This design comes from an exercise in tuning for small area, a short achievable clock period and few clock cycles on the open sky130 flow, not from production work.
The RTL was checked by simulation tests, not by an equivalence proof against the original design.

==> design.v <==
module adder (
    input  [55:0] a,
    input  [55:0] b,
    input         ci,
    output [55:0] sum
);
    assign sum = a + b + {55'd0, ci};
endmodule
module shift (
    input  [47:0] a,
    input  [5:0]  b,
    output [47:0] c
);
    assign c = a << b;
endmodule
module mul (
    input  [47:0] x,         
    input  [11:0] bd,        
    input         negp,      
    input  [51:0] s,
    input  [51:0] c,
    output [51:0] s_n,       
    output [51:0] c_n,
    output [7:0]  sb,        
    output [7:0]  cb,
    output        negp_n
);
    function [49:0] brow(input [2:0] e, input [47:0] xx);
        brow = {~e[2], ({49{e[0]}} & {1'b0, xx} | {49{e[1]}} & {xx, 1'b0}) ^ {49{e[2]}}};
    endfunction
    wire [2:0] e1 = bd[2:0];
    wire [2:0] e2 = bd[5:3];
    wire [2:0] e3 = bd[8:6];
    wire [2:0] e4 = bd[11:9];
    wire [49:0] r1 = brow(e1, x);
    wire [49:0] r2 = brow(e2, x);
    wire [49:0] r3 = brow(e3, x);
    wire [49:0] r4 = brow(e4, x);
    wire [51:0] a_s = s;
    wire [51:0] b_s = c;
    wire nb0 = negp;
    wire n1 = e1[2];
    wire n2 = e2[2];
    wire n3 = e3[2];
    assign negp_n = e4[2];
    wire hs0;
    wire hc0;
    wire hs1;
    wire hc1;
    wire fs2;
    wire fc2;
    wire hs3;
    wire hc3;
    wire fs4;
    wire fc4;
    wire hs5;
    wire hc5;
    wire fs6;
    wire fc6;
    wire fs7;
    wire fc7;
    wire fs8;
    wire fc8;
    wire fs9;
    wire fc9;
    wire fs10;
    wire fc10;
    wire fs11;
    wire fc11;
    wire fs12;
    wire fc12;
    wire fs13;
    wire fc13;
    wire fs14;
    wire fc14;
    wire fs15;
    wire fc15;
    wire fs16;
    wire fc16;
    wire fs17;
    wire fc17;
    wire fs18;
    wire fc18;
    wire fs19;
    wire fc19;
    wire fs20;
    wire fc20;
    wire fs21;
    wire fc21;
    wire fs22;
    wire fc22;
    wire fs23;
    wire fc23;
    wire fs24;
    wire fc24;
    wire fs25;
    wire fc25;
    wire fs26;
    wire fc26;
    wire fs27;
    wire fc27;
    wire fs28;
    wire fc28;
    wire fs29;
    wire fc29;
    wire fs30;
    wire fc30;
    wire fs31;
    wire fc31;
    wire fs32;
    wire fc32;
    wire fs33;
    wire fc33;
    wire fs34;
    wire fc34;
    wire fs35;
    wire fc35;
    wire fs36;
    wire fc36;
    wire fs37;
    wire fc37;
    wire fs38;
    wire fc38;
    wire fs39;
    wire fc39;
    wire fs40;
    wire fc40;
    wire fs41;
    wire fc41;
    wire fs42;
    wire fc42;
    wire fs43;
    wire fc43;
    wire fs44;
    wire fc44;
    wire fs45;
    wire fc45;
    wire fs46;
    wire fc46;
    wire fs47;
    wire fc47;
    wire fs48;
    wire fc48;
    wire fs49;
    wire fc49;
    wire fs50;
    wire fc50;
    wire fs51;
    wire fc51;
    wire fs52;
    wire fc52;
    wire fs53;
    wire fc53;
    wire fs54;
    wire fc54;
    wire fs55;
    wire fc55;
    wire fs56;
    wire fc56;
    wire fs57;
    wire fc57;
    wire fs58;
    wire fc58;
    wire fs59;
    wire fc59;
    wire fs60;
    wire fc60;
    wire fs61;
    wire fc61;
    wire fs62;
    wire fc62;
    wire fs63;
    wire fc63;
    wire fs64;
    wire fc64;
    wire fs65;
    wire fc65;
    wire fs66;
    wire fc66;
    wire fs67;
    wire fc67;
    wire fs68;
    wire fc68;
    wire fs69;
    wire fc69;
    wire fs70;
    wire fc70;
    wire fs71;
    wire fc71;
    wire fs72;
    wire fc72;
    wire fs73;
    wire fc73;
    wire fs74;
    wire fc74;
    wire fs75;
    wire fc75;
    wire fs76;
    wire fc76;
    wire fs77;
    wire fc77;
    wire fs78;
    wire fc78;
    wire fs79;
    wire fc79;
    wire fs80;
    wire fc80;
    wire fs81;
    wire fc81;
    wire fs82;
    wire fc82;
    wire fs83;
    wire fc83;
    wire fs84;
    wire fc84;
    wire fs85;
    wire fc85;
    wire fs86;
    wire fc86;
    wire fs87;
    wire fc87;
    wire fs88;
    wire fc88;
    wire fs89;
    wire fc89;
    wire fs90;
    wire fc90;
    wire fs91;
    wire fc91;
    wire fs92;
    wire fc92;
    wire fs93;
    wire fc93;
    wire fs94;
    wire fc94;
    wire hs95;
    wire hc95;
    wire hs96;
    wire hc96;
    wire fs97;
    wire fc97;
    wire fs98;
    wire fc98;
    wire fs99;
    wire fc99;
    wire fs100;
    wire fc100;
    wire fs101;
    wire fc101;
    wire fs102;
    wire fc102;
    wire fs103;
    wire fc103;
    wire fs104;
    wire fc104;
    wire fs105;
    wire fc105;
    wire fs106;
    wire fc106;
    wire fs107;
    wire fc107;
    wire fs108;
    wire fc108;
    wire fs109;
    wire fc109;
    wire fs110;
    wire fc110;
    wire fs111;
    wire fc111;
    wire fs112;
    wire fc112;
    wire fs113;
    wire fc113;
    wire fs114;
    wire fc114;
    wire fs115;
    wire fc115;
    wire fs116;
    wire fc116;
    wire fs117;
    wire fc117;
    wire fs118;
    wire fc118;
    wire fs119;
    wire fc119;
    wire fs120;
    wire fc120;
    wire fs121;
    wire fc121;
    wire fs122;
    wire fc122;
    wire fs123;
    wire fc123;
    wire fs124;
    wire fc124;
    wire fs125;
    wire fc125;
    wire fs126;
    wire fc126;
    wire fs127;
    wire fc127;
    wire fs128;
    wire fc128;
    wire fs129;
    wire fc129;
    wire fs130;
    wire fc130;
    wire fs131;
    wire fc131;
    wire fs132;
    wire fc132;
    wire fs133;
    wire fc133;
    wire fs134;
    wire fc134;
    wire fs135;
    wire fc135;
    wire fs136;
    wire fc136;
    wire fs137;
    wire fc137;
    wire fs138;
    wire fc138;
    wire fs139;
    wire fc139;
    wire fs140;
    wire fc140;
    wire fs141;
    wire fc141;
    wire fs142;
    wire fc142;
    wire fs143;
    wire fc143;
    wire fs144;
    wire fc144;
    wire fs145;
    wire fc145;
    wire fs146;
    wire fc146;
    wire hs147;
    wire hc147;
    wire hs148;
    wire hc148;
    wire hs149;
    wire hc149;
    wire fs150;
    wire fc150;
    wire fs151;
    wire fc151;
    wire fs152;
    wire fc152;
    wire fs153;
    wire fc153;
    wire fs154;
    wire fc154;
    wire fs155;
    wire fc155;
    wire fs156;
    wire fc156;
    wire fs157;
    wire fc157;
    wire fs158;
    wire fc158;
    wire fs159;
    wire fc159;
    wire fs160;
    wire fc160;
    wire fs161;
    wire fc161;
    wire fs162;
    wire fc162;
    wire fs163;
    wire fc163;
    wire fs164;
    wire fc164;
    wire fs165;
    wire fc165;
    wire fs166;
    wire fc166;
    wire fs167;
    wire fc167;
    wire fs168;
    wire fc168;
    wire fs169;
    wire fc169;
    wire fs170;
    wire fc170;
    wire fs171;
    wire fc171;
    wire fs172;
    wire fc172;
    wire fs173;
    wire fc173;
    wire fs174;
    wire fc174;
    wire fs175;
    wire fc175;
    wire fs176;
    wire fc176;
    wire fs177;
    wire fc177;
    wire fs178;
    wire fc178;
    wire fs179;
    wire fc179;
    wire fs180;
    wire fc180;
    wire fs181;
    wire fc181;
    wire fs182;
    wire fc182;
    wire fs183;
    wire fc183;
    wire fs184;
    wire fc184;
    wire fs185;
    wire fc185;
    wire fs186;
    wire fc186;
    wire fs187;
    wire fc187;
    wire fs188;
    wire fc188;
    wire fs189;
    wire fc189;
    wire fs190;
    wire fc190;
    wire fs191;
    wire fc191;
    wire fs192;
    wire fc192;
    wire fs193;
    wire fc193;
    wire fs194;
    wire fc194;
    wire fs195;
    wire fc195;
    wire fs196;
    wire fc196;
    wire fs197;
    wire fc197;
    wire fs198;
    wire fc198;
    wire fs199;
    wire fc199;
    wire fs200;
    wire fc200;
    wire fs201;
    wire fc201;
    wire fs202;
    wire fc202;
    wire fs203;
    wire fc203;
    wire hs204;
    wire hc204;
    assign hs0 = a_s[4] ^ b_s[4];
    assign hc0 = a_s[4] & b_s[4];
    assign hs1 = a_s[5] ^ b_s[5];
    assign hc1 = a_s[5] & b_s[5];
    assign fs2 = a_s[6] ^ b_s[6] ^ n3;
    assign fc2 = (a_s[6] & b_s[6]) | (a_s[6] & n3) | (b_s[6] & n3);
    assign hs3 = r1[4] ^ r2[2];
    assign hc3 = r1[4] & r2[2];
    assign fs4 = a_s[7] ^ b_s[7] ^ r1[5];
    assign fc4 = (a_s[7] & b_s[7]) | (a_s[7] & r1[5]) | (b_s[7] & r1[5]);
    assign hs5 = r2[3] ^ r3[1];
    assign hc5 = r2[3] & r3[1];
    assign fs6 = a_s[8] ^ b_s[8] ^ r1[6];
    assign fc6 = (a_s[8] & b_s[8]) | (a_s[8] & r1[6]) | (b_s[8] & r1[6]);
    assign fs7 = r2[4] ^ r3[2] ^ r4[0];
    assign fc7 = (r2[4] & r3[2]) | (r2[4] & r4[0]) | (r3[2] & r4[0]);
    assign fs8 = a_s[9] ^ b_s[9] ^ r1[7];
    assign fc8 = (a_s[9] & b_s[9]) | (a_s[9] & r1[7]) | (b_s[9] & r1[7]);
    assign fs9 = r2[5] ^ r3[3] ^ r4[1];
    assign fc9 = (r2[5] & r3[3]) | (r2[5] & r4[1]) | (r3[3] & r4[1]);
    assign fs10 = a_s[10] ^ b_s[10] ^ r1[8];
    assign fc10 = (a_s[10] & b_s[10]) | (a_s[10] & r1[8]) | (b_s[10] & r1[8]);
    assign fs11 = r2[6] ^ r3[4] ^ r4[2];
    assign fc11 = (r2[6] & r3[4]) | (r2[6] & r4[2]) | (r3[4] & r4[2]);
    assign fs12 = a_s[11] ^ b_s[11] ^ r1[9];
    assign fc12 = (a_s[11] & b_s[11]) | (a_s[11] & r1[9]) | (b_s[11] & r1[9]);
    assign fs13 = r2[7] ^ r3[5] ^ r4[3];
    assign fc13 = (r2[7] & r3[5]) | (r2[7] & r4[3]) | (r3[5] & r4[3]);
    assign fs14 = a_s[12] ^ b_s[12] ^ r1[10];
    assign fc14 = (a_s[12] & b_s[12]) | (a_s[12] & r1[10]) | (b_s[12] & r1[10]);
    assign fs15 = r2[8] ^ r3[6] ^ r4[4];
    assign fc15 = (r2[8] & r3[6]) | (r2[8] & r4[4]) | (r3[6] & r4[4]);
    assign fs16 = a_s[13] ^ b_s[13] ^ r1[11];
    assign fc16 = (a_s[13] & b_s[13]) | (a_s[13] & r1[11]) | (b_s[13] & r1[11]);
    assign fs17 = r2[9] ^ r3[7] ^ r4[5];
    assign fc17 = (r2[9] & r3[7]) | (r2[9] & r4[5]) | (r3[7] & r4[5]);
    assign fs18 = a_s[14] ^ b_s[14] ^ r1[12];
    assign fc18 = (a_s[14] & b_s[14]) | (a_s[14] & r1[12]) | (b_s[14] & r1[12]);
    assign fs19 = r2[10] ^ r3[8] ^ r4[6];
    assign fc19 = (r2[10] & r3[8]) | (r2[10] & r4[6]) | (r3[8] & r4[6]);
    assign fs20 = a_s[15] ^ b_s[15] ^ r1[13];
    assign fc20 = (a_s[15] & b_s[15]) | (a_s[15] & r1[13]) | (b_s[15] & r1[13]);
    assign fs21 = r2[11] ^ r3[9] ^ r4[7];
    assign fc21 = (r2[11] & r3[9]) | (r2[11] & r4[7]) | (r3[9] & r4[7]);
    assign fs22 = a_s[16] ^ b_s[16] ^ r1[14];
    assign fc22 = (a_s[16] & b_s[16]) | (a_s[16] & r1[14]) | (b_s[16] & r1[14]);
    assign fs23 = r2[12] ^ r3[10] ^ r4[8];
    assign fc23 = (r2[12] & r3[10]) | (r2[12] & r4[8]) | (r3[10] & r4[8]);
    assign fs24 = a_s[17] ^ b_s[17] ^ r1[15];
    assign fc24 = (a_s[17] & b_s[17]) | (a_s[17] & r1[15]) | (b_s[17] & r1[15]);
    assign fs25 = r2[13] ^ r3[11] ^ r4[9];
    assign fc25 = (r2[13] & r3[11]) | (r2[13] & r4[9]) | (r3[11] & r4[9]);
    assign fs26 = a_s[18] ^ b_s[18] ^ r1[16];
    assign fc26 = (a_s[18] & b_s[18]) | (a_s[18] & r1[16]) | (b_s[18] & r1[16]);
    assign fs27 = r2[14] ^ r3[12] ^ r4[10];
    assign fc27 = (r2[14] & r3[12]) | (r2[14] & r4[10]) | (r3[12] & r4[10]);
    assign fs28 = a_s[19] ^ b_s[19] ^ r1[17];
    assign fc28 = (a_s[19] & b_s[19]) | (a_s[19] & r1[17]) | (b_s[19] & r1[17]);
    assign fs29 = r2[15] ^ r3[13] ^ r4[11];
    assign fc29 = (r2[15] & r3[13]) | (r2[15] & r4[11]) | (r3[13] & r4[11]);
    assign fs30 = a_s[20] ^ b_s[20] ^ r1[18];
    assign fc30 = (a_s[20] & b_s[20]) | (a_s[20] & r1[18]) | (b_s[20] & r1[18]);
    assign fs31 = r2[16] ^ r3[14] ^ r4[12];
    assign fc31 = (r2[16] & r3[14]) | (r2[16] & r4[12]) | (r3[14] & r4[12]);
    assign fs32 = a_s[21] ^ b_s[21] ^ r1[19];
    assign fc32 = (a_s[21] & b_s[21]) | (a_s[21] & r1[19]) | (b_s[21] & r1[19]);
    assign fs33 = r2[17] ^ r3[15] ^ r4[13];
    assign fc33 = (r2[17] & r3[15]) | (r2[17] & r4[13]) | (r3[15] & r4[13]);
    assign fs34 = a_s[22] ^ b_s[22] ^ r1[20];
    assign fc34 = (a_s[22] & b_s[22]) | (a_s[22] & r1[20]) | (b_s[22] & r1[20]);
    assign fs35 = r2[18] ^ r3[16] ^ r4[14];
    assign fc35 = (r2[18] & r3[16]) | (r2[18] & r4[14]) | (r3[16] & r4[14]);
    assign fs36 = a_s[23] ^ b_s[23] ^ r1[21];
    assign fc36 = (a_s[23] & b_s[23]) | (a_s[23] & r1[21]) | (b_s[23] & r1[21]);
    assign fs37 = r2[19] ^ r3[17] ^ r4[15];
    assign fc37 = (r2[19] & r3[17]) | (r2[19] & r4[15]) | (r3[17] & r4[15]);
    assign fs38 = a_s[24] ^ b_s[24] ^ r1[22];
    assign fc38 = (a_s[24] & b_s[24]) | (a_s[24] & r1[22]) | (b_s[24] & r1[22]);
    assign fs39 = r2[20] ^ r3[18] ^ r4[16];
    assign fc39 = (r2[20] & r3[18]) | (r2[20] & r4[16]) | (r3[18] & r4[16]);
    assign fs40 = a_s[25] ^ b_s[25] ^ r1[23];
    assign fc40 = (a_s[25] & b_s[25]) | (a_s[25] & r1[23]) | (b_s[25] & r1[23]);
    assign fs41 = r2[21] ^ r3[19] ^ r4[17];
    assign fc41 = (r2[21] & r3[19]) | (r2[21] & r4[17]) | (r3[19] & r4[17]);
    assign fs42 = a_s[26] ^ b_s[26] ^ r1[24];
    assign fc42 = (a_s[26] & b_s[26]) | (a_s[26] & r1[24]) | (b_s[26] & r1[24]);
    assign fs43 = r2[22] ^ r3[20] ^ r4[18];
    assign fc43 = (r2[22] & r3[20]) | (r2[22] & r4[18]) | (r3[20] & r4[18]);
    assign fs44 = a_s[27] ^ b_s[27] ^ r1[25];
    assign fc44 = (a_s[27] & b_s[27]) | (a_s[27] & r1[25]) | (b_s[27] & r1[25]);
    assign fs45 = r2[23] ^ r3[21] ^ r4[19];
    assign fc45 = (r2[23] & r3[21]) | (r2[23] & r4[19]) | (r3[21] & r4[19]);
    assign fs46 = a_s[28] ^ b_s[28] ^ r1[26];
    assign fc46 = (a_s[28] & b_s[28]) | (a_s[28] & r1[26]) | (b_s[28] & r1[26]);
    assign fs47 = r2[24] ^ r3[22] ^ r4[20];
    assign fc47 = (r2[24] & r3[22]) | (r2[24] & r4[20]) | (r3[22] & r4[20]);
    assign fs48 = a_s[29] ^ b_s[29] ^ r1[27];
    assign fc48 = (a_s[29] & b_s[29]) | (a_s[29] & r1[27]) | (b_s[29] & r1[27]);
    assign fs49 = r2[25] ^ r3[23] ^ r4[21];
    assign fc49 = (r2[25] & r3[23]) | (r2[25] & r4[21]) | (r3[23] & r4[21]);
    assign fs50 = a_s[30] ^ b_s[30] ^ r1[28];
    assign fc50 = (a_s[30] & b_s[30]) | (a_s[30] & r1[28]) | (b_s[30] & r1[28]);
    assign fs51 = r2[26] ^ r3[24] ^ r4[22];
    assign fc51 = (r2[26] & r3[24]) | (r2[26] & r4[22]) | (r3[24] & r4[22]);
    assign fs52 = a_s[31] ^ b_s[31] ^ r1[29];
    assign fc52 = (a_s[31] & b_s[31]) | (a_s[31] & r1[29]) | (b_s[31] & r1[29]);
    assign fs53 = r2[27] ^ r3[25] ^ r4[23];
    assign fc53 = (r2[27] & r3[25]) | (r2[27] & r4[23]) | (r3[25] & r4[23]);
    assign fs54 = a_s[32] ^ b_s[32] ^ r1[30];
    assign fc54 = (a_s[32] & b_s[32]) | (a_s[32] & r1[30]) | (b_s[32] & r1[30]);
    assign fs55 = r2[28] ^ r3[26] ^ r4[24];
    assign fc55 = (r2[28] & r3[26]) | (r2[28] & r4[24]) | (r3[26] & r4[24]);
    assign fs56 = a_s[33] ^ b_s[33] ^ r1[31];
    assign fc56 = (a_s[33] & b_s[33]) | (a_s[33] & r1[31]) | (b_s[33] & r1[31]);
    assign fs57 = r2[29] ^ r3[27] ^ r4[25];
    assign fc57 = (r2[29] & r3[27]) | (r2[29] & r4[25]) | (r3[27] & r4[25]);
    assign fs58 = a_s[34] ^ b_s[34] ^ r1[32];
    assign fc58 = (a_s[34] & b_s[34]) | (a_s[34] & r1[32]) | (b_s[34] & r1[32]);
    assign fs59 = r2[30] ^ r3[28] ^ r4[26];
    assign fc59 = (r2[30] & r3[28]) | (r2[30] & r4[26]) | (r3[28] & r4[26]);
    assign fs60 = a_s[35] ^ b_s[35] ^ r1[33];
    assign fc60 = (a_s[35] & b_s[35]) | (a_s[35] & r1[33]) | (b_s[35] & r1[33]);
    assign fs61 = r2[31] ^ r3[29] ^ r4[27];
    assign fc61 = (r2[31] & r3[29]) | (r2[31] & r4[27]) | (r3[29] & r4[27]);
    assign fs62 = a_s[36] ^ b_s[36] ^ r1[34];
    assign fc62 = (a_s[36] & b_s[36]) | (a_s[36] & r1[34]) | (b_s[36] & r1[34]);
    assign fs63 = r2[32] ^ r3[30] ^ r4[28];
    assign fc63 = (r2[32] & r3[30]) | (r2[32] & r4[28]) | (r3[30] & r4[28]);
    assign fs64 = a_s[37] ^ b_s[37] ^ r1[35];
    assign fc64 = (a_s[37] & b_s[37]) | (a_s[37] & r1[35]) | (b_s[37] & r1[35]);
    assign fs65 = r2[33] ^ r3[31] ^ r4[29];
    assign fc65 = (r2[33] & r3[31]) | (r2[33] & r4[29]) | (r3[31] & r4[29]);
    assign fs66 = a_s[38] ^ b_s[38] ^ r1[36];
    assign fc66 = (a_s[38] & b_s[38]) | (a_s[38] & r1[36]) | (b_s[38] & r1[36]);
    assign fs67 = r2[34] ^ r3[32] ^ r4[30];
    assign fc67 = (r2[34] & r3[32]) | (r2[34] & r4[30]) | (r3[32] & r4[30]);
    assign fs68 = a_s[39] ^ b_s[39] ^ r1[37];
    assign fc68 = (a_s[39] & b_s[39]) | (a_s[39] & r1[37]) | (b_s[39] & r1[37]);
    assign fs69 = r2[35] ^ r3[33] ^ r4[31];
    assign fc69 = (r2[35] & r3[33]) | (r2[35] & r4[31]) | (r3[33] & r4[31]);
    assign fs70 = a_s[40] ^ b_s[40] ^ r1[38];
    assign fc70 = (a_s[40] & b_s[40]) | (a_s[40] & r1[38]) | (b_s[40] & r1[38]);
    assign fs71 = r2[36] ^ r3[34] ^ r4[32];
    assign fc71 = (r2[36] & r3[34]) | (r2[36] & r4[32]) | (r3[34] & r4[32]);
    assign fs72 = a_s[41] ^ b_s[41] ^ r1[39];
    assign fc72 = (a_s[41] & b_s[41]) | (a_s[41] & r1[39]) | (b_s[41] & r1[39]);
    assign fs73 = r2[37] ^ r3[35] ^ r4[33];
    assign fc73 = (r2[37] & r3[35]) | (r2[37] & r4[33]) | (r3[35] & r4[33]);
    assign fs74 = a_s[42] ^ b_s[42] ^ r1[40];
    assign fc74 = (a_s[42] & b_s[42]) | (a_s[42] & r1[40]) | (b_s[42] & r1[40]);
    assign fs75 = r2[38] ^ r3[36] ^ r4[34];
    assign fc75 = (r2[38] & r3[36]) | (r2[38] & r4[34]) | (r3[36] & r4[34]);
    assign fs76 = a_s[43] ^ b_s[43] ^ r1[41];
    assign fc76 = (a_s[43] & b_s[43]) | (a_s[43] & r1[41]) | (b_s[43] & r1[41]);
    assign fs77 = r2[39] ^ r3[37] ^ r4[35];
    assign fc77 = (r2[39] & r3[37]) | (r2[39] & r4[35]) | (r3[37] & r4[35]);
    assign fs78 = a_s[44] ^ b_s[44] ^ r1[42];
    assign fc78 = (a_s[44] & b_s[44]) | (a_s[44] & r1[42]) | (b_s[44] & r1[42]);
    assign fs79 = r2[40] ^ r3[38] ^ r4[36];
    assign fc79 = (r2[40] & r3[38]) | (r2[40] & r4[36]) | (r3[38] & r4[36]);
    assign fs80 = a_s[45] ^ b_s[45] ^ r1[43];
    assign fc80 = (a_s[45] & b_s[45]) | (a_s[45] & r1[43]) | (b_s[45] & r1[43]);
    assign fs81 = r2[41] ^ r3[39] ^ r4[37];
    assign fc81 = (r2[41] & r3[39]) | (r2[41] & r4[37]) | (r3[39] & r4[37]);
    assign fs82 = a_s[46] ^ b_s[46] ^ r1[44];
    assign fc82 = (a_s[46] & b_s[46]) | (a_s[46] & r1[44]) | (b_s[46] & r1[44]);
    assign fs83 = r2[42] ^ r3[40] ^ r4[38];
    assign fc83 = (r2[42] & r3[40]) | (r2[42] & r4[38]) | (r3[40] & r4[38]);
    assign fs84 = a_s[47] ^ b_s[47] ^ r1[45];
    assign fc84 = (a_s[47] & b_s[47]) | (a_s[47] & r1[45]) | (b_s[47] & r1[45]);
    assign fs85 = r2[43] ^ r3[41] ^ r4[39];
    assign fc85 = (r2[43] & r3[41]) | (r2[43] & r4[39]) | (r3[41] & r4[39]);
    assign fs86 = a_s[48] ^ b_s[48] ^ r1[46];
    assign fc86 = (a_s[48] & b_s[48]) | (a_s[48] & r1[46]) | (b_s[48] & r1[46]);
    assign fs87 = r2[44] ^ r3[42] ^ r4[40];
    assign fc87 = (r2[44] & r3[42]) | (r2[44] & r4[40]) | (r3[42] & r4[40]);
    assign fs88 = a_s[49] ^ b_s[49] ^ r1[47];
    assign fc88 = (a_s[49] & b_s[49]) | (a_s[49] & r1[47]) | (b_s[49] & r1[47]);
    assign fs89 = r2[45] ^ r3[43] ^ r4[41];
    assign fc89 = (r2[45] & r3[43]) | (r2[45] & r4[41]) | (r3[43] & r4[41]);
    assign fs90 = a_s[50] ^ b_s[50] ^ r1[48];
    assign fc90 = (a_s[50] & b_s[50]) | (a_s[50] & r1[48]) | (b_s[50] & r1[48]);
    assign fs91 = r2[46] ^ r3[44] ^ r4[42];
    assign fc91 = (r2[46] & r3[44]) | (r2[46] & r4[42]) | (r3[44] & r4[42]);
    assign fs92 = a_s[51] ^ b_s[51] ^ r1[49];
    assign fc92 = (a_s[51] & b_s[51]) | (a_s[51] & r1[49]) | (b_s[51] & r1[49]);
    assign fs93 = r2[47] ^ r3[45] ^ r4[43];
    assign fc93 = (r2[47] & r3[45]) | (r2[47] & r4[43]) | (r3[45] & r4[43]);
    assign fs94 = 1'b1 ^ r2[48] ^ r3[46];
    assign fc94 = (1'b1 & r2[48]) | (1'b1 & r3[46]) | (r2[48] & r3[46]);
    assign hs95 = a_s[2] ^ b_s[2];
    assign hc95 = a_s[2] & b_s[2];
    assign hs96 = a_s[3] ^ b_s[3];
    assign hc96 = a_s[3] & b_s[3];
    assign fs97 = n2 ^ hs0 ^ r1[2];
    assign fc97 = (n2 & hs0) | (n2 & r1[2]) | (hs0 & r1[2]);
    assign fs98 = hc0 ^ hs1 ^ r1[3];
    assign fc98 = (hc0 & hs1) | (hc0 & r1[3]) | (hs1 & r1[3]);
    assign fs99 = hc1 ^ r3[0] ^ fs2;
    assign fc99 = (hc1 & r3[0]) | (hc1 & fs2) | (r3[0] & fs2);
    assign fs100 = fc2 ^ hc3 ^ hs5;
    assign fc100 = (fc2 & hc3) | (fc2 & hs5) | (hc3 & hs5);
    assign fs101 = hc5 ^ fc4 ^ fs6;
    assign fc101 = (hc5 & fc4) | (hc5 & fs6) | (fc4 & fs6);
    assign fs102 = fc6 ^ fc7 ^ fs8;
    assign fc102 = (fc6 & fc7) | (fc6 & fs8) | (fc7 & fs8);
    assign fs103 = fc8 ^ fc9 ^ fs10;
    assign fc103 = (fc8 & fc9) | (fc8 & fs10) | (fc9 & fs10);
    assign fs104 = fc10 ^ fc11 ^ fs12;
    assign fc104 = (fc10 & fc11) | (fc10 & fs12) | (fc11 & fs12);
    assign fs105 = fc12 ^ fc13 ^ fs14;
    assign fc105 = (fc12 & fc13) | (fc12 & fs14) | (fc13 & fs14);
    assign fs106 = fc14 ^ fc15 ^ fs16;
    assign fc106 = (fc14 & fc15) | (fc14 & fs16) | (fc15 & fs16);
    assign fs107 = fc16 ^ fc17 ^ fs18;
    assign fc107 = (fc16 & fc17) | (fc16 & fs18) | (fc17 & fs18);
    assign fs108 = fc18 ^ fc19 ^ fs20;
    assign fc108 = (fc18 & fc19) | (fc18 & fs20) | (fc19 & fs20);
    assign fs109 = fc20 ^ fc21 ^ fs22;
    assign fc109 = (fc20 & fc21) | (fc20 & fs22) | (fc21 & fs22);
    assign fs110 = fc22 ^ fc23 ^ fs24;
    assign fc110 = (fc22 & fc23) | (fc22 & fs24) | (fc23 & fs24);
    assign fs111 = fc24 ^ fc25 ^ fs26;
    assign fc111 = (fc24 & fc25) | (fc24 & fs26) | (fc25 & fs26);
    assign fs112 = fc26 ^ fc27 ^ fs28;
    assign fc112 = (fc26 & fc27) | (fc26 & fs28) | (fc27 & fs28);
    assign fs113 = fc28 ^ fc29 ^ fs30;
    assign fc113 = (fc28 & fc29) | (fc28 & fs30) | (fc29 & fs30);
    assign fs114 = fc30 ^ fc31 ^ fs32;
    assign fc114 = (fc30 & fc31) | (fc30 & fs32) | (fc31 & fs32);
    assign fs115 = fc32 ^ fc33 ^ fs34;
    assign fc115 = (fc32 & fc33) | (fc32 & fs34) | (fc33 & fs34);
    assign fs116 = fc34 ^ fc35 ^ fs36;
    assign fc116 = (fc34 & fc35) | (fc34 & fs36) | (fc35 & fs36);
    assign fs117 = fc36 ^ fc37 ^ fs38;
    assign fc117 = (fc36 & fc37) | (fc36 & fs38) | (fc37 & fs38);
    assign fs118 = fc38 ^ fc39 ^ fs40;
    assign fc118 = (fc38 & fc39) | (fc38 & fs40) | (fc39 & fs40);
    assign fs119 = fc40 ^ fc41 ^ fs42;
    assign fc119 = (fc40 & fc41) | (fc40 & fs42) | (fc41 & fs42);
    assign fs120 = fc42 ^ fc43 ^ fs44;
    assign fc120 = (fc42 & fc43) | (fc42 & fs44) | (fc43 & fs44);
    assign fs121 = fc44 ^ fc45 ^ fs46;
    assign fc121 = (fc44 & fc45) | (fc44 & fs46) | (fc45 & fs46);
    assign fs122 = fc46 ^ fc47 ^ fs48;
    assign fc122 = (fc46 & fc47) | (fc46 & fs48) | (fc47 & fs48);
    assign fs123 = fc48 ^ fc49 ^ fs50;
    assign fc123 = (fc48 & fc49) | (fc48 & fs50) | (fc49 & fs50);
    assign fs124 = fc50 ^ fc51 ^ fs52;
    assign fc124 = (fc50 & fc51) | (fc50 & fs52) | (fc51 & fs52);
    assign fs125 = fc52 ^ fc53 ^ fs54;
    assign fc125 = (fc52 & fc53) | (fc52 & fs54) | (fc53 & fs54);
    assign fs126 = fc54 ^ fc55 ^ fs56;
    assign fc126 = (fc54 & fc55) | (fc54 & fs56) | (fc55 & fs56);
    assign fs127 = fc56 ^ fc57 ^ fs58;
    assign fc127 = (fc56 & fc57) | (fc56 & fs58) | (fc57 & fs58);
    assign fs128 = fc58 ^ fc59 ^ fs60;
    assign fc128 = (fc58 & fc59) | (fc58 & fs60) | (fc59 & fs60);
    assign fs129 = fc60 ^ fc61 ^ fs62;
    assign fc129 = (fc60 & fc61) | (fc60 & fs62) | (fc61 & fs62);
    assign fs130 = fc62 ^ fc63 ^ fs64;
    assign fc130 = (fc62 & fc63) | (fc62 & fs64) | (fc63 & fs64);
    assign fs131 = fc64 ^ fc65 ^ fs66;
    assign fc131 = (fc64 & fc65) | (fc64 & fs66) | (fc65 & fs66);
    assign fs132 = fc66 ^ fc67 ^ fs68;
    assign fc132 = (fc66 & fc67) | (fc66 & fs68) | (fc67 & fs68);
    assign fs133 = fc68 ^ fc69 ^ fs70;
    assign fc133 = (fc68 & fc69) | (fc68 & fs70) | (fc69 & fs70);
    assign fs134 = fc70 ^ fc71 ^ fs72;
    assign fc134 = (fc70 & fc71) | (fc70 & fs72) | (fc71 & fs72);
    assign fs135 = fc72 ^ fc73 ^ fs74;
    assign fc135 = (fc72 & fc73) | (fc72 & fs74) | (fc73 & fs74);
    assign fs136 = fc74 ^ fc75 ^ fs76;
    assign fc136 = (fc74 & fc75) | (fc74 & fs76) | (fc75 & fs76);
    assign fs137 = fc76 ^ fc77 ^ fs78;
    assign fc137 = (fc76 & fc77) | (fc76 & fs78) | (fc77 & fs78);
    assign fs138 = fc78 ^ fc79 ^ fs80;
    assign fc138 = (fc78 & fc79) | (fc78 & fs80) | (fc79 & fs80);
    assign fs139 = fc80 ^ fc81 ^ fs82;
    assign fc139 = (fc80 & fc81) | (fc80 & fs82) | (fc81 & fs82);
    assign fs140 = fc82 ^ fc83 ^ fs84;
    assign fc140 = (fc82 & fc83) | (fc82 & fs84) | (fc83 & fs84);
    assign fs141 = fc84 ^ fc85 ^ fs86;
    assign fc141 = (fc84 & fc85) | (fc84 & fs86) | (fc85 & fs86);
    assign fs142 = fc86 ^ fc87 ^ fs88;
    assign fc142 = (fc86 & fc87) | (fc86 & fs88) | (fc87 & fs88);
    assign fs143 = fc88 ^ fc89 ^ fs90;
    assign fc143 = (fc88 & fc89) | (fc88 & fs90) | (fc89 & fs90);
    assign fs144 = fc90 ^ fc91 ^ fs92;
    assign fc144 = (fc90 & fc91) | (fc90 & fs92) | (fc91 & fs92);
    assign fs145 = r4[44] ^ fc92 ^ fc93;
    assign fc145 = (r4[44] & fc92) | (r4[44] & fc93) | (fc92 & fc93);
    assign fs146 = r2[49] ^ r3[47] ^ r4[45];
    assign fc146 = (r2[49] & r3[47]) | (r2[49] & r4[45]) | (r3[47] & r4[45]);
    assign hs147 = 1'b1 ^ r3[48];
    assign hc147 = 1'b1 & r3[48];
    assign hs148 = a_s[0] ^ b_s[0];
    assign hc148 = a_s[0] & b_s[0];
    assign hs149 = a_s[1] ^ b_s[1];
    assign hc149 = a_s[1] & b_s[1];
    assign fs150 = n1 ^ hs95 ^ r1[0];
    assign fc150 = (n1 & hs95) | (n1 & r1[0]) | (hs95 & r1[0]);
    assign fs151 = hc95 ^ hs96 ^ r1[1];
    assign fc151 = (hc95 & hs96) | (hc95 & r1[1]) | (hs96 & r1[1]);
    assign fs152 = hc96 ^ r2[0] ^ fs97;
    assign fc152 = (hc96 & r2[0]) | (hc96 & fs97) | (r2[0] & fs97);
    assign fs153 = r2[1] ^ fc97 ^ fs98;
    assign fc153 = (r2[1] & fc97) | (r2[1] & fs98) | (fc97 & fs98);
    assign fs154 = hs3 ^ fc98 ^ fs99;
    assign fc154 = (hs3 & fc98) | (hs3 & fs99) | (fc98 & fs99);
    assign fs155 = fs4 ^ fc99 ^ fs100;
    assign fc155 = (fs4 & fc99) | (fs4 & fs100) | (fc99 & fs100);
    assign fs156 = fs7 ^ fc100 ^ fs101;
    assign fc156 = (fs7 & fc100) | (fs7 & fs101) | (fc100 & fs101);
    assign fs157 = fs9 ^ fc101 ^ fs102;
    assign fc157 = (fs9 & fc101) | (fs9 & fs102) | (fc101 & fs102);
    assign fs158 = fs11 ^ fc102 ^ fs103;
    assign fc158 = (fs11 & fc102) | (fs11 & fs103) | (fc102 & fs103);
    assign fs159 = fs13 ^ fc103 ^ fs104;
    assign fc159 = (fs13 & fc103) | (fs13 & fs104) | (fc103 & fs104);
    assign fs160 = fs15 ^ fc104 ^ fs105;
    assign fc160 = (fs15 & fc104) | (fs15 & fs105) | (fc104 & fs105);
    assign fs161 = fs17 ^ fc105 ^ fs106;
    assign fc161 = (fs17 & fc105) | (fs17 & fs106) | (fc105 & fs106);
    assign fs162 = fs19 ^ fc106 ^ fs107;
    assign fc162 = (fs19 & fc106) | (fs19 & fs107) | (fc106 & fs107);
    assign fs163 = fs21 ^ fc107 ^ fs108;
    assign fc163 = (fs21 & fc107) | (fs21 & fs108) | (fc107 & fs108);
    assign fs164 = fs23 ^ fc108 ^ fs109;
    assign fc164 = (fs23 & fc108) | (fs23 & fs109) | (fc108 & fs109);
    assign fs165 = fs25 ^ fc109 ^ fs110;
    assign fc165 = (fs25 & fc109) | (fs25 & fs110) | (fc109 & fs110);
    assign fs166 = fs27 ^ fc110 ^ fs111;
    assign fc166 = (fs27 & fc110) | (fs27 & fs111) | (fc110 & fs111);
    assign fs167 = fs29 ^ fc111 ^ fs112;
    assign fc167 = (fs29 & fc111) | (fs29 & fs112) | (fc111 & fs112);
    assign fs168 = fs31 ^ fc112 ^ fs113;
    assign fc168 = (fs31 & fc112) | (fs31 & fs113) | (fc112 & fs113);
    assign fs169 = fs33 ^ fc113 ^ fs114;
    assign fc169 = (fs33 & fc113) | (fs33 & fs114) | (fc113 & fs114);
    assign fs170 = fs35 ^ fc114 ^ fs115;
    assign fc170 = (fs35 & fc114) | (fs35 & fs115) | (fc114 & fs115);
    assign fs171 = fs37 ^ fc115 ^ fs116;
    assign fc171 = (fs37 & fc115) | (fs37 & fs116) | (fc115 & fs116);
    assign fs172 = fs39 ^ fc116 ^ fs117;
    assign fc172 = (fs39 & fc116) | (fs39 & fs117) | (fc116 & fs117);
    assign fs173 = fs41 ^ fc117 ^ fs118;
    assign fc173 = (fs41 & fc117) | (fs41 & fs118) | (fc117 & fs118);
    assign fs174 = fs43 ^ fc118 ^ fs119;
    assign fc174 = (fs43 & fc118) | (fs43 & fs119) | (fc118 & fs119);
    assign fs175 = fs45 ^ fc119 ^ fs120;
    assign fc175 = (fs45 & fc119) | (fs45 & fs120) | (fc119 & fs120);
    assign fs176 = fs47 ^ fc120 ^ fs121;
    assign fc176 = (fs47 & fc120) | (fs47 & fs121) | (fc120 & fs121);
    assign fs177 = fs49 ^ fc121 ^ fs122;
    assign fc177 = (fs49 & fc121) | (fs49 & fs122) | (fc121 & fs122);
    assign fs178 = fs51 ^ fc122 ^ fs123;
    assign fc178 = (fs51 & fc122) | (fs51 & fs123) | (fc122 & fs123);
    assign fs179 = fs53 ^ fc123 ^ fs124;
    assign fc179 = (fs53 & fc123) | (fs53 & fs124) | (fc123 & fs124);
    assign fs180 = fs55 ^ fc124 ^ fs125;
    assign fc180 = (fs55 & fc124) | (fs55 & fs125) | (fc124 & fs125);
    assign fs181 = fs57 ^ fc125 ^ fs126;
    assign fc181 = (fs57 & fc125) | (fs57 & fs126) | (fc125 & fs126);
    assign fs182 = fs59 ^ fc126 ^ fs127;
    assign fc182 = (fs59 & fc126) | (fs59 & fs127) | (fc126 & fs127);
    assign fs183 = fs61 ^ fc127 ^ fs128;
    assign fc183 = (fs61 & fc127) | (fs61 & fs128) | (fc127 & fs128);
    assign fs184 = fs63 ^ fc128 ^ fs129;
    assign fc184 = (fs63 & fc128) | (fs63 & fs129) | (fc128 & fs129);
    assign fs185 = fs65 ^ fc129 ^ fs130;
    assign fc185 = (fs65 & fc129) | (fs65 & fs130) | (fc129 & fs130);
    assign fs186 = fs67 ^ fc130 ^ fs131;
    assign fc186 = (fs67 & fc130) | (fs67 & fs131) | (fc130 & fs131);
    assign fs187 = fs69 ^ fc131 ^ fs132;
    assign fc187 = (fs69 & fc131) | (fs69 & fs132) | (fc131 & fs132);
    assign fs188 = fs71 ^ fc132 ^ fs133;
    assign fc188 = (fs71 & fc132) | (fs71 & fs133) | (fc132 & fs133);
    assign fs189 = fs73 ^ fc133 ^ fs134;
    assign fc189 = (fs73 & fc133) | (fs73 & fs134) | (fc133 & fs134);
    assign fs190 = fs75 ^ fc134 ^ fs135;
    assign fc190 = (fs75 & fc134) | (fs75 & fs135) | (fc134 & fs135);
    assign fs191 = fs77 ^ fc135 ^ fs136;
    assign fc191 = (fs77 & fc135) | (fs77 & fs136) | (fc135 & fs136);
    assign fs192 = fs79 ^ fc136 ^ fs137;
    assign fc192 = (fs79 & fc136) | (fs79 & fs137) | (fc136 & fs137);
    assign fs193 = fs81 ^ fc137 ^ fs138;
    assign fc193 = (fs81 & fc137) | (fs81 & fs138) | (fc137 & fs138);
    assign fs194 = fs83 ^ fc138 ^ fs139;
    assign fc194 = (fs83 & fc138) | (fs83 & fs139) | (fc138 & fs139);
    assign fs195 = fs85 ^ fc139 ^ fs140;
    assign fc195 = (fs85 & fc139) | (fs85 & fs140) | (fc139 & fs140);
    assign fs196 = fs87 ^ fc140 ^ fs141;
    assign fc196 = (fs87 & fc140) | (fs87 & fs141) | (fc140 & fs141);
    assign fs197 = fs89 ^ fc141 ^ fs142;
    assign fc197 = (fs89 & fc141) | (fs89 & fs142) | (fc141 & fs142);
    assign fs198 = fs91 ^ fc142 ^ fs143;
    assign fc198 = (fs91 & fc142) | (fs91 & fs143) | (fc142 & fs143);
    assign fs199 = fs93 ^ fc143 ^ fs144;
    assign fc199 = (fs93 & fc143) | (fs93 & fs144) | (fc143 & fs144);
    assign fs200 = fs94 ^ fc144 ^ fs145;
    assign fc200 = (fs94 & fc144) | (fs94 & fs145) | (fc144 & fs145);
    assign fs201 = fc94 ^ fs146 ^ fc145;
    assign fc201 = (fc94 & fs146) | (fc94 & fc145) | (fs146 & fc145);
    assign fs202 = r4[46] ^ hs147 ^ fc146;
    assign fc202 = (r4[46] & hs147) | (r4[46] & fc146) | (hs147 & fc146);
    assign fs203 = r3[49] ^ r4[47] ^ hc147;
    assign fc203 = (r3[49] & r4[47]) | (r3[49] & hc147) | (r4[47] & hc147);
    assign hs204 = 1'b1 ^ r4[48];
    assign hc204 = 1'b1 & r4[48];
    wire [59:0] so = {1'b0, 1'b1, r4[49], hs204, fs203, fs202, fc200, fc199, fc198, fc197, fc196, fc195, fc194, fc193, fc192, fc191, fc190, fc189, fc188, fc187, fc186, fc185, fc184, fc183, fc182, fc181, fc180, fc179, fc178, fc177, fc176, fc175, fc174, fc173, fc172, fc171, fc170, fc169, fc168, fc167, fc166, fc165, fc164, fc163, fc162, fc161, fc160, fc159, fc158, fc157, fc156, fc155, fc154, fc153, fc152, fc151, fc150, hc149, hc148, nb0};
    wire [59:0] co = {1'b0, 1'b0, hc204, fc203, fc202, fc201, fs201, fs200, fs199, fs198, fs197, fs196, fs195, fs194, fs193, fs192, fs191, fs190, fs189, fs188, fs187, fs186, fs185, fs184, fs183, fs182, fs181, fs180, fs179, fs178, fs177, fs176, fs175, fs174, fs173, fs172, fs171, fs170, fs169, fs168, fs167, fs166, fs165, fs164, fs163, fs162, fs161, fs160, fs159, fs158, fs157, fs156, fs155, fs154, fs153, fs152, fs151, fs150, hs149, hs148};
    assign s_n = so[59:8];
    assign c_n = co[59:8];
    assign sb = so[7:0];
    assign cb = co[7:0];
endmodule
module calc_ops (
    input           clk,
    input           rst,
    input  [47:0]   add_a,
    input           add_empty,
    output          add_rden,
    output [47:0]   add_c,
    output          add_wren,
    input  [47:0]   shl_a,
    input           shl_empty,
    output          shl_rden,
    output [47:0]   shl_c,
    output          shl_wren,
    input  [47:0]   mul_a,
    input           mul_empty,
    output          mul_rden,
    output [47:0]   mul_c,
    output          mul_wren
);
reg        st_idle, st_capx, st_capy, st_exec, st_iter, st_hi, st_lo;
reg  [2:0] cur;          
reg  [2:0] last;         
reg  [2:0] pend;         
reg  [2:0] rden;
reg  [2:0] wren;
reg  [2:0] it;           
wire [2:0] empty = {mul_empty, shl_empty, add_empty};
wire [2:0] popx = rden & ~empty & ~({3{st_capx}} & cur);
wire [2:0] req  = pend | popx;
wire [2:0] g_after0 = req[1] ? 3'b010 : req[2] ? 3'b100 : req[0] ? 3'b001 : 3'b000;
wire [2:0] g_after1 = req[2] ? 3'b100 : req[0] ? 3'b001 : req[1] ? 3'b010 : 3'b000;
wire [2:0] g_after2 = req[0] ? 3'b001 : req[1] ? 3'b010 : req[2] ? 3'b100 : 3'b000;
wire [2:0] gsel = last[0] ? g_after0 : last[1] ? g_after1 : g_after2;
wire [2:0] grant = st_idle ? gsel : 3'b000;
wire       go = |grant;
wire       it_last = (it == 3'd5);
always @(posedge clk) begin
    if (rst) begin
        st_idle <= 1'b1;
        st_capx <= 1'b0;
        st_capy <= 1'b0;
        st_exec <= 1'b0;
        st_iter <= 1'b0;
        st_hi   <= 1'b0;
        st_lo   <= 1'b0;
        cur     <= 3'b000;
        last    <= 3'b100;
        pend    <= 3'b000;
        rden    <= 3'b111;
        wren    <= 3'b000;
        it      <= 3'd0;
    end else begin
        st_idle <= (st_idle & ~go) | st_exec | st_lo;
        st_capx <= go;
        st_capy <= st_capx;
        st_exec <= st_capy & ~cur[2];
        st_iter <= (st_capy & cur[2]) | (st_iter & ~it_last);
        st_hi   <= st_iter & it_last;
        st_lo   <= st_hi;
        it      <= st_iter ? it + 3'd1 : 3'd0;
        if (go) begin
            cur  <= grant;
            last <= grant;
        end
        pend <= (pend | popx) & ~grant;
        rden <= ~((pend | popx) & ~grant);
        wren <= cur & {3{st_exec | st_hi | st_lo}};
    end
end
assign add_rden = rden[0];
assign shl_rden = rden[1];
assign mul_rden = rden[2];
assign add_wren = wren[0];
assign shl_wren = wren[1];
assign mul_wren = wren[2];
wire [47:0] a_sel = ({48{cur[0]}} & add_a) | ({48{cur[1]}} & shl_a) | ({48{cur[2]}} & mul_a);
reg  [47:0] x;           
reg  [47:0] y;           
reg  [51:0] s, c;        
reg  [7:0]  sb, cb;      
reg         cy;          
reg         negp;
reg  [11:0] bd;          
reg         it0;         
reg         sel_sh;      
reg         sel_lo;      
reg         sel_sum;     
reg  [47:0] acc;         
function [2:0] benc(input y2, input y1, input y0);
    benc = {y2 & ~(y1 & y0),
            (y2 & ~y1 & ~y0) | (~y2 & y1 & y0),
            y1 ^ y0};
endfunction
function [11:0] bdig(input [9:0] v);
    bdig = {benc(v[9], v[8], v[7]), benc(v[7], v[6], v[5]), benc(v[5], v[4], v[3]),
            benc(v[3], v[2], v[1])};
endfunction
wire [51:0] s_n, c_n;
wire [7:0]  sb_n, cb_n;
wire        negp_n;
mul u_mul (
    .x      (x),
    .bd     (bd),
    .negp   (negp),
    .s      (s),
    .c      (c),
    .s_n    (s_n),
    .c_n    (c_n),
    .sb     (sb_n),
    .cb     (cb_n),
    .negp_n (negp_n)
);
wire [55:0] sum;
adder u_adder (
    .a   ({s[47:0], sb}),
    .b   ({c[47:0], cb}),
    .ci  (cy),
    .sum (sum)
);
wire [8:0] lo_byte = {1'b0, sb} + {1'b0, cb} + {8'd0, cy};
wire [47:0] shl_res;
shift u_shift (
    .a (x),
    .b (y[5:0]),
    .c (shl_res)
);
wire shl_big = (|a_sel[47:6]) | (a_sel[5] & a_sel[4]);    
always @(posedge clk) begin
    if (st_capx)
        x <= a_sel;
    if (st_capy) begin
        y  <= a_sel;
        bd <= bdig(a_sel[9:0]);
        s  <= cur[2] ? {4'd0, x & {48{a_sel[0]}}} : {4'd0, a_sel};
        c  <= cur[2] ? {~a_sel[1], a_sel[1], a_sel[1], ~x & {48{a_sel[1]}}, a_sel[1]}
                     : {4'd0, x};
        negp <= a_sel[1];
        sb <= 8'd0;
        cb <= 8'd0;
        cy <= 1'b0;
    end else begin
        y  <= {it0 ? 8'd0 : lo_byte[7:0], y[47:8]};
        bd <= bdig(y[17:8]);
        s  <= s_n;
        c  <= c_n;
        sb <= sb_n;
        cb <= cb_n;
        cy <= it0 ? 1'b0 : lo_byte[8];
        negp <= negp_n;
    end
    it0    <= st_capy;
    sel_sh  <= st_capy & cur[1] & ~shl_big;
    sel_lo  <= st_hi;
    sel_sum <= ~(st_capy & cur[1]) & ~st_hi;
    acc <= ({48{sel_lo}} & y) | ({48{sel_sh}} & shl_res) | ({48{sel_sum}} & sum[55:8]);
end
assign add_c = acc;
assign shl_c = acc;
assign mul_c = acc;
endmodule
==> flow/run.sh <==
#!/bin/bash
# Own layout flow: the standard ORFS flow, with the port buffers made of
# sky130_fd_sc_hd__buf_1, a clock tree of fewer, larger leaf clusters and
# timing repair aimed below the clock period (the SDC and the clock period
# are unchanged).  make's full output goes to flow_make.log; ORFS keeps each
# step's log under orfs/logs.
set -euo pipefail
MARGIN=${MARGIN:-8.0}
bash standard.sh \
  "BUFFER_PORTS_ARGS=-buffer_cell sky130_fd_sc_hd__buf_1" \
  "CTS_ARGS=-sink_clustering_enable -repair_clock_nets -sink_clustering_size 20 -sink_clustering_max_diameter 80 -buf_list sky130_fd_sc_hd__clkbuf_16 -dont_use_dummy_load" \
  "SETUP_SLACK_MARGIN=$MARGIN" \
  finish > flow_make.log 2>&1
==> standard.sh <==
#!/bin/bash
# synth_recipe.tcl (not shown) runs the flow's synth.tcl, then flattens the netlist and writes it again
# the make line also repeats each setting of config.mk as NAME=value (left out here)
make -C /OpenROAD-flow-scripts/flow DESIGN_CONFIG=/design/flow/config.mk WORK_HOME=/design/flow/orfs CLKGATE_MAP_FILE= SYNTH_SCRIPT=/design/flow/synth_recipe.tcl "${@:-finish}"
==> config.mk <==
export PLATFORM = sky130hd
export DESIGN_NAME = calc_ops
export DESIGN_NICKNAME = calc_ops
export VERILOG_FILES = /design/flow/design.v
export SDC_FILE = /design/flow/constraint.sdc
export NUM_CORES = 4
export LEC_CHECK = 0
export ABC_CLOCK_PERIOD_IN_PS = 2800
export CAP_MARGIN = 20
export CORE_MARGIN = 2
export CORE_UTILIZATION = 60
export SLEW_MARGIN = 20
export TNS_END_PERCENT = 0
==> constraint.sdc <==
create_clock -name core_clock -period 11.0 [get_ports {clk}]
set_input_delay 2.2000 -clock core_clock [delete_from_list [all_inputs] [get_ports {clk}]]
set_output_delay 2.2000 -clock core_clock [all_outputs]
set_load 0.01 [all_outputs]
==> impl_summary.txt, run 1 <==
----------------------------------------------------
[Synth]
  Avg Synthesized Cell Area ... a little under 9 um^2
  Synth Net Count ... between 3000 and 4000
  Synthesized flop and latch total ... about 300
  Leading cell type by number of instances after synthesis ... sky130_fd_sc_hd__nor2_1
  Netlist area before placement ... ~0.026 mm^2
  Count of unique library cells instantiated by Yosys ... 71
  Leading cell types by total area after synthesis ... sky130_fd_sc_hd__dfxtp_1, sky130_fd_sc_hd__fa_1, sky130_fd_sc_hd__xnor2_1
  Flip-flop cell with the highest count after synthesis ... sky130_fd_sc_hd__dfxtp_1
  Gate count of the mapped netlist ... about 2900
  Share of Yosys cell area claimed by the top area cell type ... 20.0%
  Share of synthesized area occupied by flip-flops and latches ... 25.6%
  Leading area contributor after synthesis ... sky130_fd_sc_hd__dfxtp_1
  Warning count from the yosys run ... 2
  Most common library cells after synthesis ... sky130_fd_sc_hd__nor2_1, sky130_fd_sc_hd__dfxtp_1, sky130_fd_sc_hd__clkbuf_1, sky130_fd_sc_hd__a21oi_1, sky130_fd_sc_hd__xnor2_1
  Number of synthesized flops with an enable pin ... 48
  Share of flip-flops with an asynchronous set or reset ... 0%

[STA]
  Slew at the pin closest to its max-slew limit ... 1190 ps
  Count of final max-slew check failures ... 0
  Worst Clk Skew ... 60.4 ps
  Final total negative setup slack ... 0 ps
  Headroom to the max-slew limit ... 20.6%
  Maximum achievable frequency ... approximately 300 MHz
  Minimum clock period ... around 3400 ps
  Number of setup violations in the final report ... 0
  RSZ-0062 raised after global routing ... true
  Fraction of the cycle the final worst path needs ... approximately 31%
  Hold Fails Final Rpt ... 0

[Global route]
  Met1 global-route usage ... 60.7%
  GRT busiest layer ... met2
  Largest net degree at the start of global routing ... 94
  Via count of the first global-routing pass ... 22700
  Met2 track demand over resource in global routing ... 66.4%
  Grt ovf ... 0
  Global-route met3 utilization ... 9.76%
  Initial antenna violation count ... 6
  First-pass GRT wire length ... 147000 um
  Gr usage total ... 44.4%

[Placed design]
  Port Buf Inserts ... 298
  Sum of net half-perimeters after detailed placement ... between 70000 and 80000 um
  Placer congestion estimate ... 1.03

[Route]
  Per-cell via count in the routed design ... around 7
  Iteration count of the initial detailed-routing pass ... 9
  Remaining DRCs ... 0
  Detailed-route wire length ... 99700 um
  Initial detailed-routing violation count ... 4045
  Antenna Violating Nets Remaining ... 0
  Vias post-DR ... around 24000
  Wirelength per Cell ... between 20 and 30 um

[Clock network]
  TritonCTS clock tree ... built
  Largest buffer count on any clock path ... 3
  CTS Buf Count ... 22
  Maximum level of the CTS H-tree ... 1
  CTS Hold Buffers Added ... 0
  Clock slew at the register clock pins of the worst setup and hold paths ... 80 ps
  TritonCTS Sinks ... 303
  Root Driver ... sky130_fd_sc_hd__clkbuf_16
  Clock latency on the worst-skew pair ... 580 ps

[Setup path]
  Type of the worst setup path ... flop to flop
  Number of cells traversed by the worst register-to-register path ... 8
  Category of the worst setup path capture point ... flop
  Arrival @ worst endpoint ... 3900 ps
  R2R Path End ... acc[47]
  Worst endpoint required time ... around 11000 ps
  Reg-to-reg slack, setup ... between 7000 and 8000 ps
  Worst R2R Start ... x[4]
  Startpoint class of the critical path ... flop
  Largest fanout on the critical path ... 14

[Run]
  Max-Cap Viols ... 0

[Final layout]
  P&R area growth vs syn ... 6.51%
  Number of antenna cells inserted ... 0
  Layout filler cell count ... 3561
  Fin nets ... 3345
  Share of post-route cells with drive strength above 1 ... 7.92%

[Die]
  I/O pin count ... 299
  Die boundary width ... 210 um
  Site row count ... between 70 and 80
  Starting density of the core ... about 61%
  Die Outline Area ... 0.0443 mm^2
  Die Y-Extent ... 210 um
  Core Footprint ... 0.0420 mm^2

[Min path]
  Hold Path Depth ... 0
  Endpoint of the worst hold path ... sel_lo
  Beginning of the worst hold path ... st_hi
  Tightest Hold Check Type ... flop to flop

[Run status]
  Result of the run ... finished clean

----------------------------------------------------
## per-layer routing
layer	up-vias	share of wire, %
met1	11500	38
li1	10200	-
met4	8	6.5
met2	1990	42
met3	348	13
met5	-	0.052
## final cells by class
type | instances | area (um^2) | share of cell area (%)
multi-input cells | 2116 | 17000 | 62.5
flip-flops and latches | 303 | 6630 | 24.4
repair buffers | 386 | 1970 | 7.24
well taps | 539 | 674 | 2.48
clock buffers | 22 | 551 | 2.02
inverters | 103 | 387 | 1.42
## per-stage QoR
step / hold WS [ps] / util [%] / instances / worst slack, ps / instance area (um^2)
after floorplan: 329 / - / 2893 / 7350 / 25600
after global placement: 392 / 62.0 / 3419 / 6750 / 26100
after detailed placement: 396 / 62.0 / 3422 / 6660 / 26100
after CTS: 410 / 64.5 / 3465 / 7660 / 27100
after global routing: 429 / 64.8 / 3469 / 7540 / 27200
final: 406 / 64.8 / 3469 / 7580 / 27200
## cells by family (layout without fill, tap and decap cells)
kind of cell	Yosys count	count (layout)	share of synthesized area [%]
buf+inv	474	511	8.46
simple gates	657	657	10.9
compound gates	811	811	21.3
xor+xnor	243	243	8.33
mux	141	141	6.76
flops	303	303	25.6
fa+ha+maj	264	264	18.7
## sequential cells by signal, summed over array words and instances (netlist names), 8 cells and up
| register | count |
|---|---|
| sb | 8 |
| cb | 8 |
| bd | 12 |
| x | 48 |
| c | 52 |
| acc | 48 |
| s | 51 |
| y | 48 |
## cell usage in the layout, fill, tap and decap left out, types with 27 or more instances in the layout
cell type | synthesis | routed
sky130_fd_sc_hd__nand3_1 | 32 | 31
sky130_fd_sc_hd__nand2_1 | 208 | 206
sky130_fd_sc_hd__ha_1 | 69 | 67
sky130_fd_sc_hd__a22oi_1 | 202 | 202
sky130_fd_sc_hd__nor2_1 | 304 | 303
sky130_fd_sc_hd__buf_4 | 96 | 63
sky130_fd_sc_hd__o21ai_0 | 103 | 98
sky130_fd_sc_hd__edfxtp_1 | 48 | 48
sky130_fd_sc_hd__dfxtp_1 | 255 | 220
sky130_fd_sc_hd__xnor2_1 | 214 | 214
sky130_fd_sc_hd__inv_1 | 102 | 102
sky130_fd_sc_hd__a21oi_1 | 221 | 213
sky130_fd_sc_hd__a21o_1 | 38 | 38
sky130_fd_sc_hd__a222oi_1 | 61 | 61
sky130_fd_sc_hd__xor2_1 | 29 | 29
sky130_fd_sc_hd__a31oi_1 | 61 | 60
sky130_fd_sc_hd__mux2i_1 | 104 | 102
sky130_fd_sc_hd__nand4_1 | 27 | 27
sky130_fd_sc_hd__buf_1 | 36 | 287
sky130_fd_sc_hd__fa_1 | 195 | 193
## worst max-delay path by stage
stage | startpoint | endpoint | slack (ps) | depth (start not counted)
after floorplan | mul_a[7] | bd[9] | 7350 | 4
after global placement | mul_a[18] | sel_sh | 6750 | 5
after detailed placement | sb[0] | acc[47] | 6660 | 10
after CTS | acc[46] | add_c[46] | 7660 | 1
after global routing | sb[0] | acc[38] | 7540 | 12
final | x[4] | acc[47] | 7580 | 8
## repair_timing
| item | in CTS | in global routing |
|---|---|---|
| gates resized for setup | 99 | 10 |
| buffers inserted | 20 | 4 |
| setup endpoints to repair | 314 | 319 |
| pin swaps | 22 | 7 |
| gates cloned | 1 | 0 |
## critical path, cell delays in order, from the launching register on
cell and delay [ps]:
sky130_fd_sc_hd__edfxtp_1 700, sky130_fd_sc_hd__mux4_2 630, sky130_fd_sc_hd__mux2i_2 450, sky130_fd_sc_hd__nand2_1 120
sky130_fd_sc_hd__nand2_1 260, sky130_fd_sc_hd__o22ai_1 130, sky130_fd_sc_hd__a222oi_1 470, sky130_fd_sc_hd__o311ai_2 320
sky130_fd_sc_hd__buf_4 240
Testbench counts, summed over its fixed seeds: cycles 13,821.
==> inputs of run 2 (changes only) <==
--- a/config.mk
+++ b/config.mk
@@ -5,9 +5,8 @@
 export SDC_FILE = /design/flow/constraint.sdc
 export NUM_CORES = 4
 export LEC_CHECK = 0
-export ABC_CLOCK_PERIOD_IN_PS = 2800
 export CAP_MARGIN = 20
 export CORE_MARGIN = 2
-export CORE_UTILIZATION = 60
+export CORE_UTILIZATION = 40
 export SLEW_MARGIN = 20
 export TNS_END_PERCENT = 0
==> run 2 against run 1 <==
Effect of this change:
- sequential cell count is the same
- core utilization is 21 points lower
- synthesized cell count stayed put
- cell count up 9.2%
- non-clock buffer count rose by 5
- register-to-register slack about the same
- synthesized area unchanged
- via count down 0.19%
- highest routed layer unchanged
==> impl_summary.txt, run 2 <==
----------------------------------------------------
[Run status]
  Result of the run ... finished clean

[Synth]
  Leading cell type by number of instances after synthesis ... sky130_fd_sc_hd__nor2_1
  Netlist area before placement ... 0.0256 mm^2
  Count of unique library cells instantiated by Yosys ... 71
  Flip-flop cell with the highest count after synthesis ... sky130_fd_sc_hd__dfxtp_1
  Share of Yosys cell area claimed by the top area cell type ... 20.0%
  Synth Net Count ... 3306
  Synthesized flop and latch total ... 303
  Number of synthesized flops with an enable pin ... between 40 and 50
  Avg Synthesized Cell Area ... 8.83 um^2
  Most common library cells after synthesis ... sky130_fd_sc_hd__nor2_1, sky130_fd_sc_hd__dfxtp_1, sky130_fd_sc_hd__clkbuf_1, sky130_fd_sc_hd__a21oi_1, sky130_fd_sc_hd__xnor2_1
  Gate count of the mapped netlist ... 2893
  Warning count from the yosys run ... 2
  Leading cell types by total area after synthesis ... sky130_fd_sc_hd__dfxtp_1, sky130_fd_sc_hd__fa_1, sky130_fd_sc_hd__xnor2_1
  Share of synthesized area occupied by flip-flops and latches ... 25.6%
  Share of flip-flops with an asynchronous set or reset ... 0%
  Leading area contributor after synthesis ... sky130_fd_sc_hd__dfxtp_1

[Die]
  Die Outline Area ... 0.0659 mm^2
  I/O pin count ... 299
  Site row count ... 92
  Core Footprint ... 0.0631 mm^2
  Die boundary width ... 257 um
  Starting density of the core ... 40.5%
  Die Y-Extent ... approximately 260 um

[Placed design]
  Dpl cell area ... 0.0265 mm^2
  Placer congestion estimate ... 1.04
  Port Buf Inserts ... 298
  Sum of net half-perimeters after detailed placement ... 80400 um
  Worst slack after detailed placement ... 6660 ps
  Placed instance count ... about 3700

[Setup path]
  Crit path max-delay family ... adder cells
  Buf+Inv Stages, Crit Path ... 1
  Arrival @ worst endpoint ... 3880 ps
  Startpoint class of the critical path ... flop
  Type of the worst setup path ... flop to flop
  Ordered cell list for the critical path ... buf_6, a22oi_1, xnor2_1, fa_1, fa_1, fa_1, nor2_1, a21oi_1
  Largest fanout on the critical path ... 49
  Slowest cell delay on critical path ... 550 ps
  Most used cell, CP ... sky130_fd_sc_hd__fa_1
  Worst R2R Start ... bd[0]
  Worst endpoint required time ... roughly 11000 ps
  Crit-path slowest cell ... sky130_fd_sc_hd__fa_1
  Launching instance or port of the critical path ... bd[0]
  Category of the worst setup path capture point ... flop

[Final layout]
  Final Cell Area ... 0.0277 mm^2
  Sequential standard cell area ... between 0.006 and 0.007 mm^2
  Reg with most FFs ... c
  Fin nets ... 3356
  Final std cells w/o fill ... 3789
  Leading cell types in the layout, fill and taps excluded ... sky130_fd_sc_hd__nor2_1, sky130_fd_sc_hd__buf_1, sky130_fd_sc_hd__dfxtp_1, sky130_fd_sc_hd__xnor2_1, sky130_fd_sc_hd__a21oi_1
  Multi-input gate area ... 0.0170 mm^2
  Share of post-route cells with drive strength above 1 ... 8.77%
  Most common library cell in the layout ignoring fill and taps ... sky130_fd_sc_hd__nor2_1
  Largest registers ... c: 52 flops, s: 51 flops
  Largest register FFs ... between 50 and 60
  Layout filler cell count ... 6247
  P&R area growth vs syn ... 8.46%
  Utilization of the core after routing ... roughly 44%

[STA]
  Number of setup violations in the final report ... 0
  Final total negative setup slack ... 0 ps
  Hold Slack ... about 400 ps
  RSZ-0062 raised after global routing ... true
  Minimum clock period ... 3430 ps
  Headroom to the max-slew limit ... 22.8%
  Count of final max-slew check failures ... 0
  Worst Clk Skew ... about 55 ps
  Hold Fails Final Rpt ... 0
  Fraction of the cycle the final worst path needs ... between 30% and 40%
  Post-route setup slack ... 7570 ps
  Maximum achievable frequency ... 292 MHz
  Slew at the pin closest to its max-slew limit ... roughly 1200 ps

[Clock network]
  TritonCTS clock tree ... built
  Clock slew at the register clock pins of the worst setup and hold paths ... 80 ps
  CTS Buf Count ... 27
  TritonCTS Sinks ... 303
  Root Driver ... sky130_fd_sc_hd__clkbuf_16
  Largest buffer count on any clock path ... 3
  CTS Hold Buffers Added ... 0
  Maximum level of the CTS H-tree ... 1
  Clock latency on the worst-skew pair ... about 600 ps

[Route]
  Iteration count of the initial detailed-routing pass ... 9
  Detailed-route wire length ... 112000 um
  Vias post-DR ... 24000
  Antenna Violating Nets Remaining ... 0
  Per-cell via count in the routed design ... approximately 6.3
  Initial detailed-routing violation count ... between 3000 and 4000
  Wirelength per Cell ... 29.5 um
  Remaining DRCs ... 0

[Global route]
  First-pass GRT wire length ... about 160000 um
  Largest net degree at the start of global routing ... 96
  Initial antenna violation count ... 3
  Via count of the first global-routing pass ... 23000
  Grt ovf ... 0
  Gr usage total ... 32.8%

[Min path]
  Beginning of the worst hold path ... st_hi
  Tightest Hold Check Type ... flop to flop

[Run]
  Max-Cap Viols ... 0

----------------------------------------------------
run 2: path summary, 6_finish.rpt:
check / slack [ps] / cells after the start / endpoint
setup / recovery: 7570 / 8 / c[2]
hold / removal: 400 / 0 / sel_lo
setup reg to reg: 7570 / 8 / c[2]
hold reg to reg: 400 / 0 / sel_lo
run 2: kinds of logic after synthesis:
kind of cell | Yosys count | synth area share, %
mux | 141 | 6.76
fa+ha+maj | 264 | 18.7
simple gates | 657 | 10.9
flops | 303 | 25.6
compound gates | 811 | 21.3
buf+inv | 474 | 8.46
xor+xnor | 243 | 8.33
run 2: worst register-to-register path: cells and delay by family (launching register included):
kind	cells	cell delay, ps
AO/OA/AOI/OAI	2	600
XOR/XNOR	1	240
adder cells (fa/ha/maj)	3	1630
buffers and inverters	1	460
flip-flops	1	330
AND/OR/NAND/NOR	1	40
run 2: timing repair:
item / in CTS / in global routing
resized for setup: 97 / 21
buffers inserted: 22 / 5
pin swaps: 16 / 11
cloned: 2 / 1
endpoints found under the setup margin: 317 / 316
run 2: final cells by class:
class / count / share of cell area, %
multi-input combinational: 2116 / 61.4
timing repair inverter: 1 / 0.0181
inverter: 103 / 1.41
sequential: 303 / 23.9
clock buffer: 27 / 2.44
antenna: 2 / 0.0181
tap: 846 / 3.82
timing repair buffer: 391 / 7.00
run 2: routing by layer:
metal / wire length, um / vias to the layer above / global-route usage [%]
li1: - / 10200 / -
met1: 44200 / 12000 / 43.9
met2: 48800 / 1582 / 50.0
met3: 13900 / 282 / 9.64
met4: 5000 / 4 / 12.5
met5: 28 / - / 0

-- what the ideal ports hide --
The results above use ideal ports. As a check the final layouts listed here were re-extracted and re-timed, cells and wires unchanged.
Step 1 assumes that a clkbuf_16 drives the clock port and a buf_2 every other input.
Step 2 moves the port delays by t, midway between the first and last clock arrival at a register: inputs arrive t later, outputs are due t later. That takes back most of the time a late clock gives input paths.
Slacks: ideal ports / drivers / drivers and shift; pairs: ideal ports / drivers.
| run | t (ns) | slack for setup (ns) | worst setup path after step 2 |
|---|---|---|---|
| run 1 | 0.613 | 7.575 / 7.575 / 7.003 | input to register |
| run 2 | 0.641 | 7.573 / 7.559 / 7.039 | input to register |
After both steps setup and hold are still met in every run listed. For run 1, which loses most, drivers alone change the setup slack by 0.000 ns; drivers and shift together by -0.572 ns.
